What follows belongs to an exercise in optimizing a design on an open flow for small area and a short achievable clock period; a production flow would make more cautious choices. Function was not checked in any run shown here: the RTL went through the layout flow alone. No activity file was given, so power comes from the tool's default toggle rates.

==> flow/design.v, too long to show whole: its modules and the start of the top module <==
// module CannyEdge: 1183 lines
module CannyEdge(dAddrRegRow, dAddrRegCol, bWE, bCE, InData, OutData,
	OPMode, bOPEnable, dReadReg, dWriteReg, clk, rst_b);
  // ...
==> flow/flow/run.sh <==
#!/bin/bash
# Standard layout with two changes:
#  - after the standard synthesis, flow/polarity.py removes inverters between
#    full adders (a full adder is self-dual, so an adder can be implemented in
#    its inverted form); registers and all other cells are untouched;
#  - timing repair aims at a setup slack margin of MARGIN ns, and the port
#    buffers are plain buffers instead of the delay cell buffer_ports picks.
set -euo pipefail
MARGIN=6.5
R=orfs/results/sky130hd/CannyEdge/base
bash standard.sh synth > log_synth.txt 2>&1
cp $R/1_2_yosys.v $R/1_2_yosys_std.v
python3 flow/polarity.py $R/1_2_yosys_std.v $R/1_2_yosys.v > log_polarity.txt 2>&1
rm -f $R/1_synth.odb $R/1_synth.sdc
bash standard.sh SETUP_SLACK_MARGIN=$MARGIN RECOVER_POWER=100 "BUFFER_PORTS_ARGS=-buffer_cell sky130_fd_sc_hd__buf_2" finish > log_finish.txt 2>&1
==> flow/flow/polarity.py <==
#!/usr/bin/env python3
# Full-adder polarity clean-up on a Yosys netlist of sky130 cells.
# A full adder is self-dual: FA(~a,~b,~c) = (~cout, ~sum). Yosys's extract_fa
# picks input/output inversions freely, which leaves many inverters between
# adders. This pass chooses, for each fa cell, whether to implement it in the
# inverted form, so that as few signals as possible need an inverter, and then
# rebuilds the inverters (one per signal that needs the inverted polarity).
# Registers and all other cells are left as they are.
# usage: polarity.py in.v out.v
import re, sys, random

OUTPINS = {"X", "Y", "Q", "Q_N", "SUM", "COUT", "HI", "LO"}
src = open(sys.argv[1]).read()
cell_re = re.compile(r"^  (sky130_fd_sc_hd__\w+) (\S+)\s+\((.*?)\n  \);\n", re.S | re.M)
pin_re = re.compile(r"\.(\w+)\(([^()]*)\)")

cells = []
for m in cell_re.finditer(src):
    pins = [(p, n.strip()) for p, n in pin_re.findall(m.group(3))]
    cells.append([m.group(1), m.group(2), pins, m.start(), m.end()])

def is_inv(t):
    return t in ("sky130_fd_sc_hd__inv_1", "sky130_fd_sc_hd__clkinv_1")
def is_fa(t):
    return t.startswith("sky130_fd_sc_hd__fa_")

inv_of = {}       # inverter output net -> input net
for c in cells:
    if is_inv(c[0]):
        d = dict(c[2])
        inv_of[d["Y"]] = d["A"]
drv = {}          # net -> cell index (non-inverter drivers)
for i, c in enumerate(cells):
    if is_inv(c[0]):
        continue
    for p, n in c[2]:
        if p in OUTPINS:
            drv[n] = i

def root(n):
    par = 0
    seen = 0
    while n in inv_of:
        n = inv_of[n]; par ^= 1; seen += 1
        if seen > 100:
            raise SystemExit("inverter loop")
    return n, par

# consumers of each root: list of (cell index, pin, parity)
cons = {}
ext_inv_roots = set()
for i, c in enumerate(cells):
    if is_inv(c[0]):
        continue
    for p, n in c[2]:
        if p in OUTPINS:
            continue
        r, par = root(n)
        cons.setdefault(r, []).append((i, p, par))
# inverter outputs that are not consumed by any cell (e.g. ports) keep their inverters
consumed = set()
for c in cells:
    for p, n in c[2]:
        if p not in OUTPINS:
            consumed.add(n)
port_nets = set()
for m in re.finditer(r"^\s*output\s+(?:\[(\d+):(\d+)\]\s+)?(\S+);", src, re.M):
    if m.group(1):
        for b in range(int(m.group(2)), int(m.group(1)) + 1):
            port_nets.add("%s[%d]" % (m.group(3), b))
    else:
        port_nets.add(m.group(3))
for n in inv_of:
    if n in port_nets:
        raise SystemExit("inverter drives a port; not handled")

fa_idx = [i for i, c in enumerate(cells) if is_fa(c[0])]
f = {i: 0 for i in fa_idx}
def fl(i):
    return f.get(i, 0)
def root_cost(r):
    fd = fl(drv[r]) if r in drv else 0
    return 1 if any(par ^ fl(ci) ^ fd for ci, p, par in cons.get(r, [])) else 0

# roots touched by each fa: its outputs and its inputs
touch = {}
for i in fa_idx:
    rs = set()
    for p, n in cells[i][2]:
        if p in OUTPINS:
            rs.add(n)
        else:
            rs.add(root(n)[0])
    touch[i] = rs
before = sum(root_cost(r) for r in cons)
def local_search(seed):
    improved = True
    it = 0
    while improved and it < 50:
        improved = False
        it += 1
        order = fa_idx[:]
        random.Random(seed * 1000 + it).shuffle(order)
        for i in order:
            rs = touch[i]
            c0 = sum(root_cost(r) for r in rs)
            f[i] ^= 1
            c1 = sum(root_cost(r) for r in rs)
            if c1 < c0 or (c1 == c0 and random.Random(seed * 7 + i + it).random() < 0.3):
                improved = improved or c1 < c0
            else:
                f[i] ^= 1
local_search(0)
best = dict(f); bestc = sum(root_cost(r) for r in cons)
# perturb and re-optimise a few times; keep the best assignment
rng = random.Random(12345)
for rnd in range(1, 200):
    for i in rng.sample(fa_idx, max(1, len(fa_idx) // 20)):
        f[i] ^= 1
    local_search(rnd)
    c = sum(root_cost(r) for r in cons)
    if c < bestc:
        best = dict(f); bestc = c
    else:
        f.clear(); f.update(best)
f.clear(); f.update(best)
after = sum(root_cost(r) for r in cons)
sys.stderr.write("polarity: %d fa cells, %d flipped, inverted signals %d -> %d, old inverter cells %d\n"
                 % (len(fa_idx), sum(f.values()), before, after, len(inv_of)))

# rebuild connections
newconn = {}   # (cell index, pin) -> net
newinv = []
k = 0
for r, lst in cons.items():
    fd = fl(drv[r]) if r in drv else 0
    need = [(ci, p) for ci, p, par in lst if par ^ fl(ci) ^ fd]
    keep = [(ci, p) for ci, p, par in lst if not (par ^ fl(ci) ^ fd)]
    for ci, p in keep:
        newconn[(ci, p)] = r
    if need:
        k += 1
        nn = "_pol%d_" % k
        newinv.append((nn, r))
        for ci, p in need:
            newconn[(ci, p)] = nn

out = []
pos = 0
wire_decl = "".join("  wire %s;\n" % nn for nn, r in newinv)
for i, c in enumerate(cells):
    out.append(src[pos:c[3]])
    pos = c[4]
    if is_inv(c[0]):
        continue
    pins = []
    for p, n in c[2]:
        if p not in OUTPINS:
            n = newconn[(i, p)]
        pins.append("    .%s(%s)" % (p, n if not n.startswith("\\") else n + " "))
    nm = c[1] + " " if c[1].startswith("\\") else c[1]
    out.append("  %s %s (\n%s\n  );\n" % (c[0], nm, ",\n".join(pins)))
tail = src[pos:]
for j, (nn, r) in enumerate(newinv):
    tail_cell = "  sky130_fd_sc_hd__inv_1 _polinv%d_ (\n    .A(%s),\n    .Y(%s)\n  );\n" % (
        j + 1, r if not r.startswith("\\") else r + " ", nn)
    out.append(tail_cell)
out.append(tail)
res = "".join(out)
# declare the new wires after the module header
mh = re.search(r"^module [^;]*;\n", res, re.M | re.S)
res = res[:mh.end()] + wire_decl + res[mh.end():]
n_in = len(re.findall(r"^  sky130_fd_sc_hd__", src, re.M))
if n_in != len(cells):
    raise SystemExit("parsed %d of %d cells" % (len(cells), n_in))
open(sys.argv[2], "w").write(res)
==> flow/standard.sh <==
#!/bin/bash
# synth_recipe.tcl (not shown) runs the flow's synth.tcl, then flattens the netlist and writes it again
# the make line also repeats each setting of config.mk as NAME=value (left out here)
make -C /OpenROAD-flow-scripts/flow DESIGN_CONFIG=/design/flow/config.mk WORK_HOME=/design/flow/orfs CLKGATE_MAP_FILE= SYNTH_SCRIPT=/design/flow/synth_recipe.tcl "${@:-finish}"
==> flow/config.mk <==
export PLATFORM = sky130hd
export DESIGN_NAME = CannyEdge
export DESIGN_NICKNAME = CannyEdge
export VERILOG_FILES = /design/flow/design.v
export SDC_FILE = /design/flow/constraint.sdc
export NUM_CORES = 4
export LEC_CHECK = 0
export CAP_MARGIN = 20
export CORE_MARGIN = 2
export CORE_UTILIZATION = 55
export CTS_BUF_LIST = sky130_fd_sc_hd__clkbuf_8
export CTS_CLUSTER_DIAMETER = 60
export CTS_CLUSTER_SIZE = 12
export PLACE_DENSITY = 0.7
export SLEW_MARGIN = 20
==> flow/constraint.sdc <==
create_clock -name core_clock -period 10.0 [get_ports {clk}]
set_input_delay 2.0000 -clock core_clock [delete_from_list [all_inputs] [get_ports {clk}]]
set_output_delay 2.0000 -clock core_clock [all_outputs]
set_load 0.01 [all_outputs]
==> run_results.csv, run 1 <==
group,metric,value,unit
finish,top_regs,"x (200), gq (53)",
power_and_ir_drop,clkPwrFrac,36.8,%
route,top_layer,"met5",
min_path,whs_path_depth,0,
finish,fillers,3671,
global_routing,grt_max_degree,54,
finish,largest_reg_flops,200,
sta,hold_violations,0,
run_status,violations,"max-capacitance violations, max-slew violations",
route,dr_wl_met3,12600,µm
min_path,hp-start,"dpre[0]",
power_and_ir_drop,pwr.group.combinational,147,µW
global_routing,grt_pass1_wl,126000,µm
place,io_buffers,37,
finish,design.seq.count,327,
finish,final_common_cell,"edfxtp_1",
critical_path,crit_path_top_delay_cell,"and2_0",
critical_path,ff2ff_setup_slack,5.75,ns
place,place_congestion,1.07,
power_and_ir_drop,powerDensity,90.3,mW/mm²
finish,seq_share,33.8,%
route,ant_nets,0,
finish,multi_input_area_share,53.5,%
sta,final_max_slew_viol_count,367,
job,maxCapViolCount,12,
global_routing,use_met1,50.2,%
critical_path,reg2regPathDepth,12,
finish,clock_area_share,2.52,%
finish,top_register,"x",
power_and_ir_drop,p_clk,963,µW
run_status,outcome,"complete, but fails checks",
critical_path,path_depth,8,
finish,inverters_excl_clock,169,
route,wl_per_cell,31.1,µm
finish,final_cell_mix,"edfxtp_1, xnor2_1, fa_1",
==> run 2: changes to the inputs <==
--- a/flow/design.v
+++ b/flow/design.v
@@ -382,110 +382,157 @@
 wire g1_345 = ~(~g1_188 ^ g1_190 ^ g1_192);
 wire g1_346 = ~((~g1_188 & ~g1_190) | (~g1_192 & (~g1_188 | ~g1_190)));
 wire g1_347 = ~(~g1_203 ^ g1_205 ^ g1_207);
 wire g1_348 = ~((~g1_203 & ~g1_205) | (~g1_207 & (~g1_203 | ~g1_205)));
 wire g1_349 = ~(~g1_196 ^ g1_198 ^ g1_200);
 wire g1_350 = ~((~g1_196 & ~g1_198) | (~g1_200 & (~g1_196 | ~g1_198)));
 wire g1_351 = ~(~x[12][7] ^ g1_204 ^ g1_206);
 wire g1_352 = ~((~x[12][7] & ~g1_204) | (~g1_206 & (~x[12][7] | ~g1_204)));
-wire g1_353 = ~(~g1_213 ^ g1_215 ^ g1_217);
-wire g1_354 = ~((~g1_213 & ~g1_215) | (~g1_217 & (~g1_213 | ~g1_215)));
-wire g1_355 = ~(~g1_219 ^ g1_221 ^ g1_210);
-wire g1_356 = ~((~g1_219 & ~g1_221) | (~g1_210 & (~g1_219 | ~g1_221)));
-wire g1_357 = ~(~g1_223 ^ g1_225 ^ g1_227);
-wire g1_358 = ~((~g1_223 & ~g1_225) | (~g1_227 & (~g1_223 | ~g1_225)));
-wire g1_359 = ~(~g1_229 ^ g1_231 ^ g1_233);
-wire g1_360 = ~((~g1_229 & ~g1_231) | (~g1_233 & (~g1_229 | ~g1_231)));
-wire g1_361 = ~(~g1_235 ^ g1_214 ^ g1_216);
-wire g1_362 = ~((~g1_235 & ~g1_214) | (~g1_216 & (~g1_235 | ~g1_214)));
-wire g1_363 = ~(~g1_218 ^ g1_220 ^ g1_222);
-wire g1_364 = ~((~g1_218 & ~g1_220) | (~g1_222 & (~g1_218 | ~g1_220)));
-wire g1_365 = ~(~g1_237 ^ g1_239 ^ g1_241);
-wire g1_366 = ~((~g1_237 & ~g1_239) | (~g1_241 & (~g1_237 | ~g1_239)));
-wire g1_367 = ~(~g1_243 ^ g1_245 ^ g1_247);
-wire g1_368 = ~((~g1_243 & ~g1_245) | (~g1_247 & (~g1_243 | ~g1_245)));
-wire g1_369 = ~(~g1_249 ^ g1_251 ^ g1_224);
-wire g1_370 = ~((~g1_249 & ~g1_251) | (~g1_224 & (~g1_249 | ~g1_251)));
-wire g1_371 = ~(~g1_226 ^ g1_228 ^ g1_230);
-wire g1_372 = ~((~g1_226 & ~g1_228) | (~g1_230 & (~g1_226 | ~g1_228)));
-wire g1_373 = ~(~g1_232 ^ g1_234 ^ g1_236);
-wire g1_374 = ~((~g1_232 & ~g1_234) | (~g1_236 & (~g1_232 | ~g1_234)));
-wire g1_375 = ~(~g1_253 ^ g1_255 ^ g1_257);
-wire g1_376 = ~((~g1_253 & ~g1_255) | (~g1_257 & (~g1_253 | ~g1_255)));
-wire g1_377 = ~(~g1_259 ^ g1_261 ^ g1_263);
-wire g1_378 = ~((~g1_259 & ~g1_261) | (~g1_263 & (~g1_259 | ~g1_261)));
-wire g1_379 = ~(~g1_265 ^ g1_267 ^ g1_269);
-wire g1_380 = ~((~g1_265 & ~g1_267) | (~g1_269 & (~g1_265 | ~g1_267)));
-wire g1_381 = ~(~g1_74 ^ g1_238 ^ g1_240);
-wire g1_382 = ~((~g1_74 & ~g1_238) | (~g1_240 & (~g1_74 | ~g1_238)));
-wire g1_383 = ~(~g1_242 ^ g1_244 ^ g1_246);
-wire g1_384 = ~((~g1_242 & ~g1_244) | (~g1_246 & (~g1_242 | ~g1_244)));
-wire g1_385 = ~(~g1_248 ^ g1_250 ^ g1_252);
-wire g1_386 = ~((~g1_248 & ~g1_250) | (~g1_252 & (~g1_248 | ~g1_250)));
-wire g1_387 = ~(~g1_271 ^ g1_273 ^ g1_275);
-wire g1_388 = ~((~g1_271 & ~g1_273) | (~g1_275 & (~g1_271 | ~g1_273)));
-wire g1_389 = ~(~g1_277 ^ g1_279 ^ g1_281);
-wire g1_390 = ~((~g1_277 & ~g1_279) | (~g1_281 & (~g1_277 | ~g1_279)));
-wire g1_391 = ~(~g1_283 ^ g1_285 ^ g1_287);
-wire g1_392 = ~((~g1_283 & ~g1_285) | (~g1_287 & (~g1_283 | ~g1_285)));
-wire g1_393 = ~(~g1_100 ^ g1_254 ^ g1_256);
-wire g1_394 = ~((~g1_100 & ~g1_254) | (~g1_256 & (~g1_100 | ~g1_254)));
-wire g1_395 = ~(~g1_258 ^ g1_260 ^ g1_262);
-wire g1_396 = ~((~g1_258 & ~g1_260) | (~g1_262 & (~g1_258 | ~g1_260)));
-wire g1_397 = ~(~g1_264 ^ g1_266 ^ g1_268);
-wire g1_398 = ~((~g1_264 & ~g1_266) | (~g1_268 & (~g1_264 | ~g1_266)));
-wire g1_399 = ~(~g1_289 ^ g1_291 ^ g1_293);
-wire g1_400 = ~((~g1_289 & ~g1_291) | (~g1_293 & (~g1_289 | ~g1_291)));
-wire g1_401 = ~(~g1_295 ^ g1_297 ^ g1_299);
-wire g1_402 = ~((~g1_295 & ~g1_297) | (~g1_299 & (~g1_295 | ~g1_297)));
-wire g1_403 = ~(~g1_301 ^ g1_303 ^ g1_305);
-wire g1_404 = ~((~g1_301 & ~g1_303) | (~g1_305 & (~g1_301 | ~g1_303)));
-wire g1_405 = ~(~g1_126 ^ g1_272 ^ g1_274);
-wire g1_406 = ~((~g1_126 & ~g1_272) | (~g1_274 & (~g1_126 | ~g1_272)));
-wire g1_407 = ~(~g1_276 ^ g1_278 ^ g1_280);
-wire g1_408 = ~((~g1_276 & ~g1_278) | (~g1_280 & (~g1_276 | ~g1_278)));
-wire g1_409 = ~(~g1_282 ^ g1_284 ^ g1_286);
-wire g1_410 = ~((~g1_282 & ~g1_284) | (~g1_286 & (~g1_282 | ~g1_284)));
-wire g1_411 = ~(~g1_307 ^ g1_309 ^ g1_311);
-wire g1_412 = ~((~g1_307 & ~g1_309) | (~g1_311 & (~g1_307 | ~g1_309)));
-wire g1_413 = ~(~g1_313 ^ g1_315 ^ g1_317);
-wire g1_414 = ~((~g1_313 & ~g1_315) | (~g1_317 & (~g1_313 | ~g1_315)));
-wire g1_415 = ~(~g1_319 ^ g1_321 ^ g1_323);
-wire g1_416 = ~((~g1_319 & ~g1_321) | (~g1_323 & (~g1_319 | ~g1_321)));
-wire g1_417 = ~(~g1_152 ^ g1_290 ^ g1_292);
-wire g1_418 = ~((~g1_152 & ~g1_290) | (~g1_292 & (~g1_152 | ~g1_290)));
-wire g1_419 = ~(~g1_294 ^ g1_296 ^ g1_298);
-wire g1_420 = ~((~g1_294 & ~g1_296) | (~g1_298 & (~g1_294 | ~g1_296)));
-wire g1_421 = ~(~g1_300 ^ g1_302 ^ g1_304);
-wire g1_422 = ~((~g1_300 & ~g1_302) | (~g1_304 & (~g1_300 | ~g1_302)));
-wire g1_423 = ~(~g1_325 ^ g1_327 ^ g1_329);
-wire g1_424 = ~((~g1_325 & ~g1_327) | (~g1_329 & (~g1_325 | ~g1_327)));
-wire g1_425 = ~(~g1_331 ^ g1_333 ^ g1_335);
-wire g1_426 = ~((~g1_331 & ~g1_333) | (~g1_335 & (~g1_331 | ~g1_333)));
-wire g1_427 = ~(~g1_337 ^ g1_178 ^ g1_308);
-wire g1_428 = ~((~g1_337 & ~g1_178) | (~g1_308 & (~g1_337 | ~g1_178)));
-wire g1_429 = ~(~g1_310 ^ g1_312 ^ g1_314);
-wire g1_430 = ~((~g1_310 & ~g1_312) | (~g1_314 & (~g1_310 | ~g1_312)));
-wire g1_431 = ~(~g1_316 ^ g1_318 ^ g1_320);
-wire g1_432 = ~((~g1_316 & ~g1_318) | (~g1_320 & (~g1_316 | ~g1_318)));
-wire g1_433 = ~(~g1_339 ^ g1_341 ^ g1_343);
-wire g1_434 = ~((~g1_339 & ~g1_341) | (~g1_343 & (~g1_339 | ~g1_341)));
-wire g1_435 = ~(~g1_345 ^ g1_194 ^ g1_326);
-wire g1_436 = ~((~g1_345 & ~g1_194) | (~g1_326 & (~g1_345 | ~g1_194)));
-wire g1_437 = ~(~g1_328 ^ g1_330 ^ g1_332);
-wire g1_438 = ~((~g1_328 & ~g1_330) | (~g1_332 & (~g1_328 | ~g1_330)));
-wire g1_439 = ~(~g1_334 ^ g1_336 ^ g1_338);
-wire g1_440 = ~((~g1_334 & ~g1_336) | (~g1_338 & (~g1_334 | ~g1_336)));
-wire g1_441 = ~(~g1_347 ^ g1_349 ^ g1_202);
-wire g1_442 = ~((~g1_347 & ~g1_349) | (~g1_202 & (~g1_347 | ~g1_349)));
-wire g1_443 = ~(~g1_340 ^ g1_342 ^ g1_344);
-wire g1_444 = ~((~g1_340 & ~g1_342) | (~g1_344 & (~g1_340 | ~g1_342)));
-wire g1_445 = ~(~g1_351 ^ g1_208 ^ g1_348);
-wire g1_446 = ~((~g1_351 & ~g1_208) | (~g1_348 & (~g1_351 | ~g1_208)));
+wire g1_353_x = g1_213 ^ g1_215;
+wire g1_353 = g1_353_x ^ g1_217;
+wire g1_354 = g1_353_x ? g1_217 : g1_213;
+wire g1_355_x = g1_219 ^ g1_221;
+wire g1_355 = g1_355_x ^ g1_210;
+wire g1_356 = g1_355_x ? g1_210 : g1_219;
+wire g1_357_x = g1_223 ^ g1_225;
+wire g1_357 = g1_357_x ^ g1_227;
+wire g1_358 = g1_357_x ? g1_227 : g1_223;
+wire g1_359_x = g1_229 ^ g1_231;
+wire g1_359 = g1_359_x ^ g1_233;
+wire g1_360 = g1_359_x ? g1_233 : g1_229;
+wire g1_361_x = g1_235 ^ g1_214;
+wire g1_361 = g1_361_x ^ g1_216;
+wire g1_362 = g1_361_x ? g1_216 : g1_235;
+wire g1_363_x = g1_218 ^ g1_220;
+wire g1_363 = g1_363_x ^ g1_222;
+wire g1_364 = g1_363_x ? g1_222 : g1_218;
+wire g1_365_x = g1_237 ^ g1_239;
+wire g1_365 = g1_365_x ^ g1_241;
+wire g1_366 = g1_365_x ? g1_241 : g1_237;
+wire g1_367_x = g1_243 ^ g1_245;
+wire g1_367 = g1_367_x ^ g1_247;
+wire g1_368 = g1_367_x ? g1_247 : g1_243;
+wire g1_369_x = g1_249 ^ g1_251;
+wire g1_369 = g1_369_x ^ g1_224;
+wire g1_370 = g1_369_x ? g1_224 : g1_249;
+wire g1_371_x = g1_226 ^ g1_228;
+wire g1_371 = g1_371_x ^ g1_230;
+wire g1_372 = g1_371_x ? g1_230 : g1_226;
+wire g1_373_x = g1_232 ^ g1_234;
+wire g1_373 = g1_373_x ^ g1_236;
+wire g1_374 = g1_373_x ? g1_236 : g1_232;
+wire g1_375_x = g1_253 ^ g1_255;
+wire g1_375 = g1_375_x ^ g1_257;
+wire g1_376 = g1_375_x ? g1_257 : g1_253;
+wire g1_377_x = g1_259 ^ g1_261;
+wire g1_377 = g1_377_x ^ g1_263;
+wire g1_378 = g1_377_x ? g1_263 : g1_259;
+wire g1_379_x = g1_265 ^ g1_267;
+wire g1_379 = g1_379_x ^ g1_269;
+wire g1_380 = g1_379_x ? g1_269 : g1_265;
+wire g1_381_x = g1_74 ^ g1_238;
+wire g1_381 = g1_381_x ^ g1_240;
+wire g1_382 = g1_381_x ? g1_240 : g1_74;
+wire g1_383_x = g1_242 ^ g1_244;
+wire g1_383 = g1_383_x ^ g1_246;
+wire g1_384 = g1_383_x ? g1_246 : g1_242;
+wire g1_385_x = g1_248 ^ g1_250;
+wire g1_385 = g1_385_x ^ g1_252;
+wire g1_386 = g1_385_x ? g1_252 : g1_248;
+wire g1_387_x = g1_271 ^ g1_273;
+wire g1_387 = g1_387_x ^ g1_275;
+wire g1_388 = g1_387_x ? g1_275 : g1_271;
+wire g1_389_x = g1_277 ^ g1_279;
+wire g1_389 = g1_389_x ^ g1_281;
+wire g1_390 = g1_389_x ? g1_281 : g1_277;
+wire g1_391_x = g1_283 ^ g1_285;
+wire g1_391 = g1_391_x ^ g1_287;
+wire g1_392 = g1_391_x ? g1_287 : g1_283;
+wire g1_393_x = g1_100 ^ g1_254;
+wire g1_393 = g1_393_x ^ g1_256;
+wire g1_394 = g1_393_x ? g1_256 : g1_100;
+wire g1_395_x = g1_258 ^ g1_260;
+wire g1_395 = g1_395_x ^ g1_262;
+wire g1_396 = g1_395_x ? g1_262 : g1_258;
+wire g1_397_x = g1_264 ^ g1_266;
+wire g1_397 = g1_397_x ^ g1_268;
+wire g1_398 = g1_397_x ? g1_268 : g1_264;
+wire g1_399_x = g1_289 ^ g1_291;
+wire g1_399 = g1_399_x ^ g1_293;
+wire g1_400 = g1_399_x ? g1_293 : g1_289;
+wire g1_401_x = g1_295 ^ g1_297;
+wire g1_401 = g1_401_x ^ g1_299;
+wire g1_402 = g1_401_x ? g1_299 : g1_295;
+wire g1_403_x = g1_301 ^ g1_303;
+wire g1_403 = g1_403_x ^ g1_305;
+wire g1_404 = g1_403_x ? g1_305 : g1_301;
+wire g1_405_x = g1_126 ^ g1_272;
+wire g1_405 = g1_405_x ^ g1_274;
+wire g1_406 = g1_405_x ? g1_274 : g1_126;
+wire g1_407_x = g1_276 ^ g1_278;
+wire g1_407 = g1_407_x ^ g1_280;
+wire g1_408 = g1_407_x ? g1_280 : g1_276;
+wire g1_409_x = g1_282 ^ g1_284;
+wire g1_409 = g1_409_x ^ g1_286;
+wire g1_410 = g1_409_x ? g1_286 : g1_282;
+wire g1_411_x = g1_307 ^ g1_309;
+wire g1_411 = g1_411_x ^ g1_311;
+wire g1_412 = g1_411_x ? g1_311 : g1_307;
+wire g1_413_x = g1_313 ^ g1_315;
+wire g1_413 = g1_413_x ^ g1_317;
+wire g1_414 = g1_413_x ? g1_317 : g1_313;
+wire g1_415_x = g1_319 ^ g1_321;
+wire g1_415 = g1_415_x ^ g1_323;
+wire g1_416 = g1_415_x ? g1_323 : g1_319;
+wire g1_417_x = g1_152 ^ g1_290;
+wire g1_417 = g1_417_x ^ g1_292;
+wire g1_418 = g1_417_x ? g1_292 : g1_152;
+wire g1_419_x = g1_294 ^ g1_296;
+wire g1_419 = g1_419_x ^ g1_298;
+wire g1_420 = g1_419_x ? g1_298 : g1_294;
+wire g1_421_x = g1_300 ^ g1_302;
+wire g1_421 = g1_421_x ^ g1_304;
+wire g1_422 = g1_421_x ? g1_304 : g1_300;
+wire g1_423_x = g1_325 ^ g1_327;
+wire g1_423 = g1_423_x ^ g1_329;
+wire g1_424 = g1_423_x ? g1_329 : g1_325;
+wire g1_425_x = g1_331 ^ g1_333;
+wire g1_425 = g1_425_x ^ g1_335;
+wire g1_426 = g1_425_x ? g1_335 : g1_331;
+wire g1_427_x = g1_337 ^ g1_178;
+wire g1_427 = g1_427_x ^ g1_308;
+wire g1_428 = g1_427_x ? g1_308 : g1_337;
+wire g1_429_x = g1_310 ^ g1_312;
+wire g1_429 = g1_429_x ^ g1_314;
+wire g1_430 = g1_429_x ? g1_314 : g1_310;
+wire g1_431_x = g1_316 ^ g1_318;
+wire g1_431 = g1_431_x ^ g1_320;
+wire g1_432 = g1_431_x ? g1_320 : g1_316;
+wire g1_433_x = g1_339 ^ g1_341;
+wire g1_433 = g1_433_x ^ g1_343;
+wire g1_434 = g1_433_x ? g1_343 : g1_339;
+wire g1_435_x = g1_345 ^ g1_194;
+wire g1_435 = g1_435_x ^ g1_326;
+wire g1_436 = g1_435_x ? g1_326 : g1_345;
+wire g1_437_x = g1_328 ^ g1_330;
+wire g1_437 = g1_437_x ^ g1_332;
+wire g1_438 = g1_437_x ? g1_332 : g1_328;
+wire g1_439_x = g1_334 ^ g1_336;
+wire g1_439 = g1_439_x ^ g1_338;
+wire g1_440 = g1_439_x ? g1_338 : g1_334;
+wire g1_441_x = g1_347 ^ g1_349;
+wire g1_441 = g1_441_x ^ g1_202;
+wire g1_442 = g1_441_x ? g1_202 : g1_347;
+wire g1_443_x = g1_340 ^ g1_342;
+wire g1_443 = g1_443_x ^ g1_344;
+wire g1_444 = g1_443_x ? g1_344 : g1_340;
+wire g1_445_x = g1_351 ^ g1_208;
+wire g1_445 = g1_445_x ^ g1_348;
+wire g1_446 = g1_445_x ? g1_348 : g1_351;
 wire g1_447_x = g1_353 ^ g1_355;
 wire g1_447 = g1_447_x ^ g1_212;
 wire g1_448 = g1_447_x ? g1_212 : g1_353;
 wire g1_449_x = g1_357 ^ g1_359;
 wire g1_449 = g1_449_x ^ g1_361;
 wire g1_450 = g1_449_x ? g1_361 : g1_357;
 wire g1_451_x = g1_363 ^ g1_354;
 wire g1_451 = g1_451_x ^ g1_356;
--- a/flow/flow/run.sh
+++ b/flow/flow/run.sh
@@ -7,9 +7,9 @@
 #    buffers are plain buffers instead of the delay cell buffer_ports picks.
 set -euo pipefail
 MARGIN=6.5
 R=orfs/results/sky130hd/CannyEdge/base
 bash standard.sh synth > log_synth.txt 2>&1
 cp $R/1_2_yosys.v $R/1_2_yosys_std.v
 python3 flow/polarity.py $R/1_2_yosys_std.v $R/1_2_yosys.v > log_polarity.txt 2>&1
 rm -f $R/1_synth.odb $R/1_synth.sdc
-bash standard.sh SETUP_SLACK_MARGIN=$MARGIN RECOVER_POWER=100 "BUFFER_PORTS_ARGS=-buffer_cell sky130_fd_sc_hd__buf_2" finish > log_finish.txt 2>&1
+bash standard.sh SETUP_SLACK_MARGIN=$MARGIN "BUFFER_PORTS_ARGS=-buffer_cell sky130_fd_sc_hd__buf_2" finish > log_finish.txt 2>&1
==> run 2 against run 1 <==
  * Clock skew is essentially flat
  * First-iteration DRC count is 21% higher
  * Clock power is 3.7% higher
  * Worst hold slack better by 0.0063 ns
  * Power rose by 0.91%
  * The run now finishes clean
==> run_results.csv, run 2 <==
group,metric,value,unit
critical_path,critPathCaptureType,"flip-flop",
sta,slew_headroom,23.8,%
cts,cts.path.max_buffers,3,
die,fp.dieW,223,µm
min_path,hp-start,"dpre[0]",
critical_path,path_cells,"buf_6 > buf_6 > xnor2_4 > xnor2_2 > a21oi_2 > o21ai_1 > o311ai_2 > ha_1 > ha_4 > a21o_1 > a21o_1 > a221o_1 > a211oi_2 > o21a_1 > o21ai_2 > nor2b_2",
sta,setup_viol,0,
cts,cts_sinks,327,
synth,syn-num-nets,2627,
cts,cts-root-buf,"clkbuf_8",
critical_path,path_depth,16,
critical_path,critPathArrivalTime,4.04,ns
route,drc,0,
critical_path,crit_path_top_delay_cell,"edfxtp_1",
synth,synthesis.yosys.warnings,2,
route,drt_pass1_iterations,8,
finish,top_register,"x",
critical_path,endpoint,"dpre[0]",
critical_path,ff2ff_setup_slack,6.45,ns
global_routing,grt_pass1_wl,131000,µm
route,viasPerCell,6.36,
finish,final_util,62.8,%
job,maxCapViolCount,0,
power_and_ir_drop,clkPwrFrac,37.8,%
critical_path,timing.rr.start,"Gy[10]",
die,die-area,0.0495,mm²
synth,syn_area,0.0263,mm²
route,drt-initial-drc-count,2797,
route,wl_per_cell,29.5,µm
finish,final_cell_count_no_fill,3087,
cts,htreeDepth,2,
run_status,outcome,"timing/DRC/antenna clean",
cts,clkSlewWorstSetupHoldPaths,0.08,ns
die,core_area,0.0474,mm²
place,place_congestion,1.03,
finish,drive_gt1_share,15.8,%
die,initial_core_util,55.4,%
power_and_ir_drop,p_sw_share,23.5,%
finish,syn2layout_area_growth,13.4,%
route,finalWirelength,91100,µm
critical_path,cp.buffers_inverters,2,
power_and_ir_drop,powerDensity,88.6,mW/mm²
sta,fin_skew,0.0569,ns
route,vias,19637,
finish,final_cell_mix,"edfxtp_1, xnor2_1, inv_1",
power_and_ir_drop,p_seq_share,56.9,%
min_path,whs_path_depth,0,
power_and_ir_drop,power_frac_comb,5.2,%
critical_path,crit_fanout,5,
die,fp.dieH,223,µm
critical_path,critPathRequiredTime,10.49,ns
finish,fillers,3689,
sta,period_minus_slack,3.55,ns
route,ant_nets,0,
sta,final_max_slew_viol_count,0,
critical_path,critical-path-max-stage-delay,0.44,ns
finish,fin_area,0.0298,mm²
place,placed_cell_area,0.0274,mm²
global_routing,first_global_vias,19073,
critical_path,path_class,"flip-flop to flip-flop",
cts,postCtsHoldBufs,0,
cts,clk-insertion-delay-late,0.66,ns
global_routing,grt_max_degree,80,
critical_path,reg2reg_to,"dpre[0]",
critical_path,startpoint,"Gy[10]",
power_and_ir_drop,p_sw,620,µW
sta,max_freq,282,MHz
synth,syn_inst,2288,
global_routing,groute.usage.overall,37.0,%
die,row_count,80,
global_routing,antenna_found_initial,6,
die,ios,38,
synth,postSynthAreaPerCell,11.5,µm²
min_path,holdCritPathClass,"flip-flop to flip-flop",
finish,final_common_cell,"edfxtp_1",
finish,top_regs,"x (200), gq (53)",
place,io_buffers,37,
critical_path,reg2regPathDepth,16,
global_routing,globalRouteOverflowTotal,0,
finish,final_net_count,2789,
finish,largest_reg_flops,200,
sta,period_share,35.5,%
cts,cts_tree,"done",
sta,hold_violations,0,
place,dp_hpwl,69100,µm
critical_path,crit_family,"compound AO/OA/AOI/OAI gates",
cts,numCtsBuffers,38,
sta,rsz0062_at_grt,"yes",
power_and_ir_drop,leakagePower,0.0113,µW
sta,final.setup.tns,0,ns
sta,worstMarginPinSlew,1.14,ns
power_and_ir_drop,internal_power,2020,µW
place,place_inst,2892,
power_and_ir_drop,ir_worst_vdd,0.0000962,V
critical_path,start_kind,"flip-flop",
-- run 2: worst min path at each step --
stage          slack (ns)          to
2_1_floorplan        0.39  out_dir[0]
3_3_place_gp         0.41  out_dir[1]
3_5_place_dp         0.39  out_dir[1]
4_1_cts              0.42  out_dir[1]
5_1_grt              0.42  out_dir[1]
6_report             0.42  out_dir[0]
-- run 2: metrics by stage --
step	setup WS, ns	hold WS [ns]	total power (µW)
final	6.45	0.415	2640
after global routing	6.32	0.421	2700
after CTS	6.44	0.418	2640
after detailed placement	5.61	0.390	1660
after global placement	5.66	0.408	1660
after floorplan	5.53	0.386	1610
-- run 2: final cells by class --
cell class | instances | area, µm² | share of cell area [%]
antenna | 1 | 2.50 | 0.00840
multi-input combinational | 1696 | 16300 | 54.6
clock inverter | 23 | 251 | 0.844
clock buffer | 38 | 523 | 1.76
sequential | 327 | 9790 | 32.9
inverter | 203 | 764 | 2.57
timing repair buffer | 184 | 1420 | 4.75
tap | 615 | 769 | 2.58
-- run 2: layer usage --
| layer | track usage [%] | share of wire, % | vias up |
|---|---|---|---|
| met3 | 10.9 | 12 | 297 |
| met5 | 0 | 0.070 | - |
| li1 | - | - | 8467 |
| met2 | 56.5 | 44 | 1260 |
| met4 | 16.6 | 5.3 | 6 |
| met1 | 49.1 | 38 | 9607 |
-- run 2: what timing repair did --
action	in CTS	in global routing
setup buffers	54	79
pin swaps	14	34
hold endpoints to repair	0	0
gates resized for setup	53	59
setup endpoints to repair	222	209
-- run 2: power groups by stage --
stage	Combinational, µW	Clock (µW)	Sequential, µW
global route	147	1050	1500
global placement	122	0	1530
floorplan	75.3	0	1530
detailed placement	125	0	1530
finish	138	999	1500
CTS	129	1010	1500

what the ideal ports hide:
Ports are ideal in the flow. The routed layouts listed here were re-timed in OpenROAD.
Step 1 sets driving cells, clkbuf_16 on the clock port and buf_2 on the other inputs (assumed; they add their load-dependent delay and slew).
Step 2, shift: input delay + t, output delay - t, t = (earliest + latest rising clock arrival at the registers) / 2. This alone moves slack from input paths to output paths.
a / b / c = no drivers / after step 1 / after step 2; a / b = the first two.
| run | t (ns) | slack for setup (ns) | pins driven straight from the clock port |
|---|---|---|---|
| run 1 | 0.679 | 4.757 / 4.794 / 4.115 | 1 |
| run 2 | 0.688 | 6.450 / 6.450 / 5.830 | 1 |
The setup slack of run 1, which loses most, moves by +0.037 ns with the drivers and by -0.642 ns with both steps.
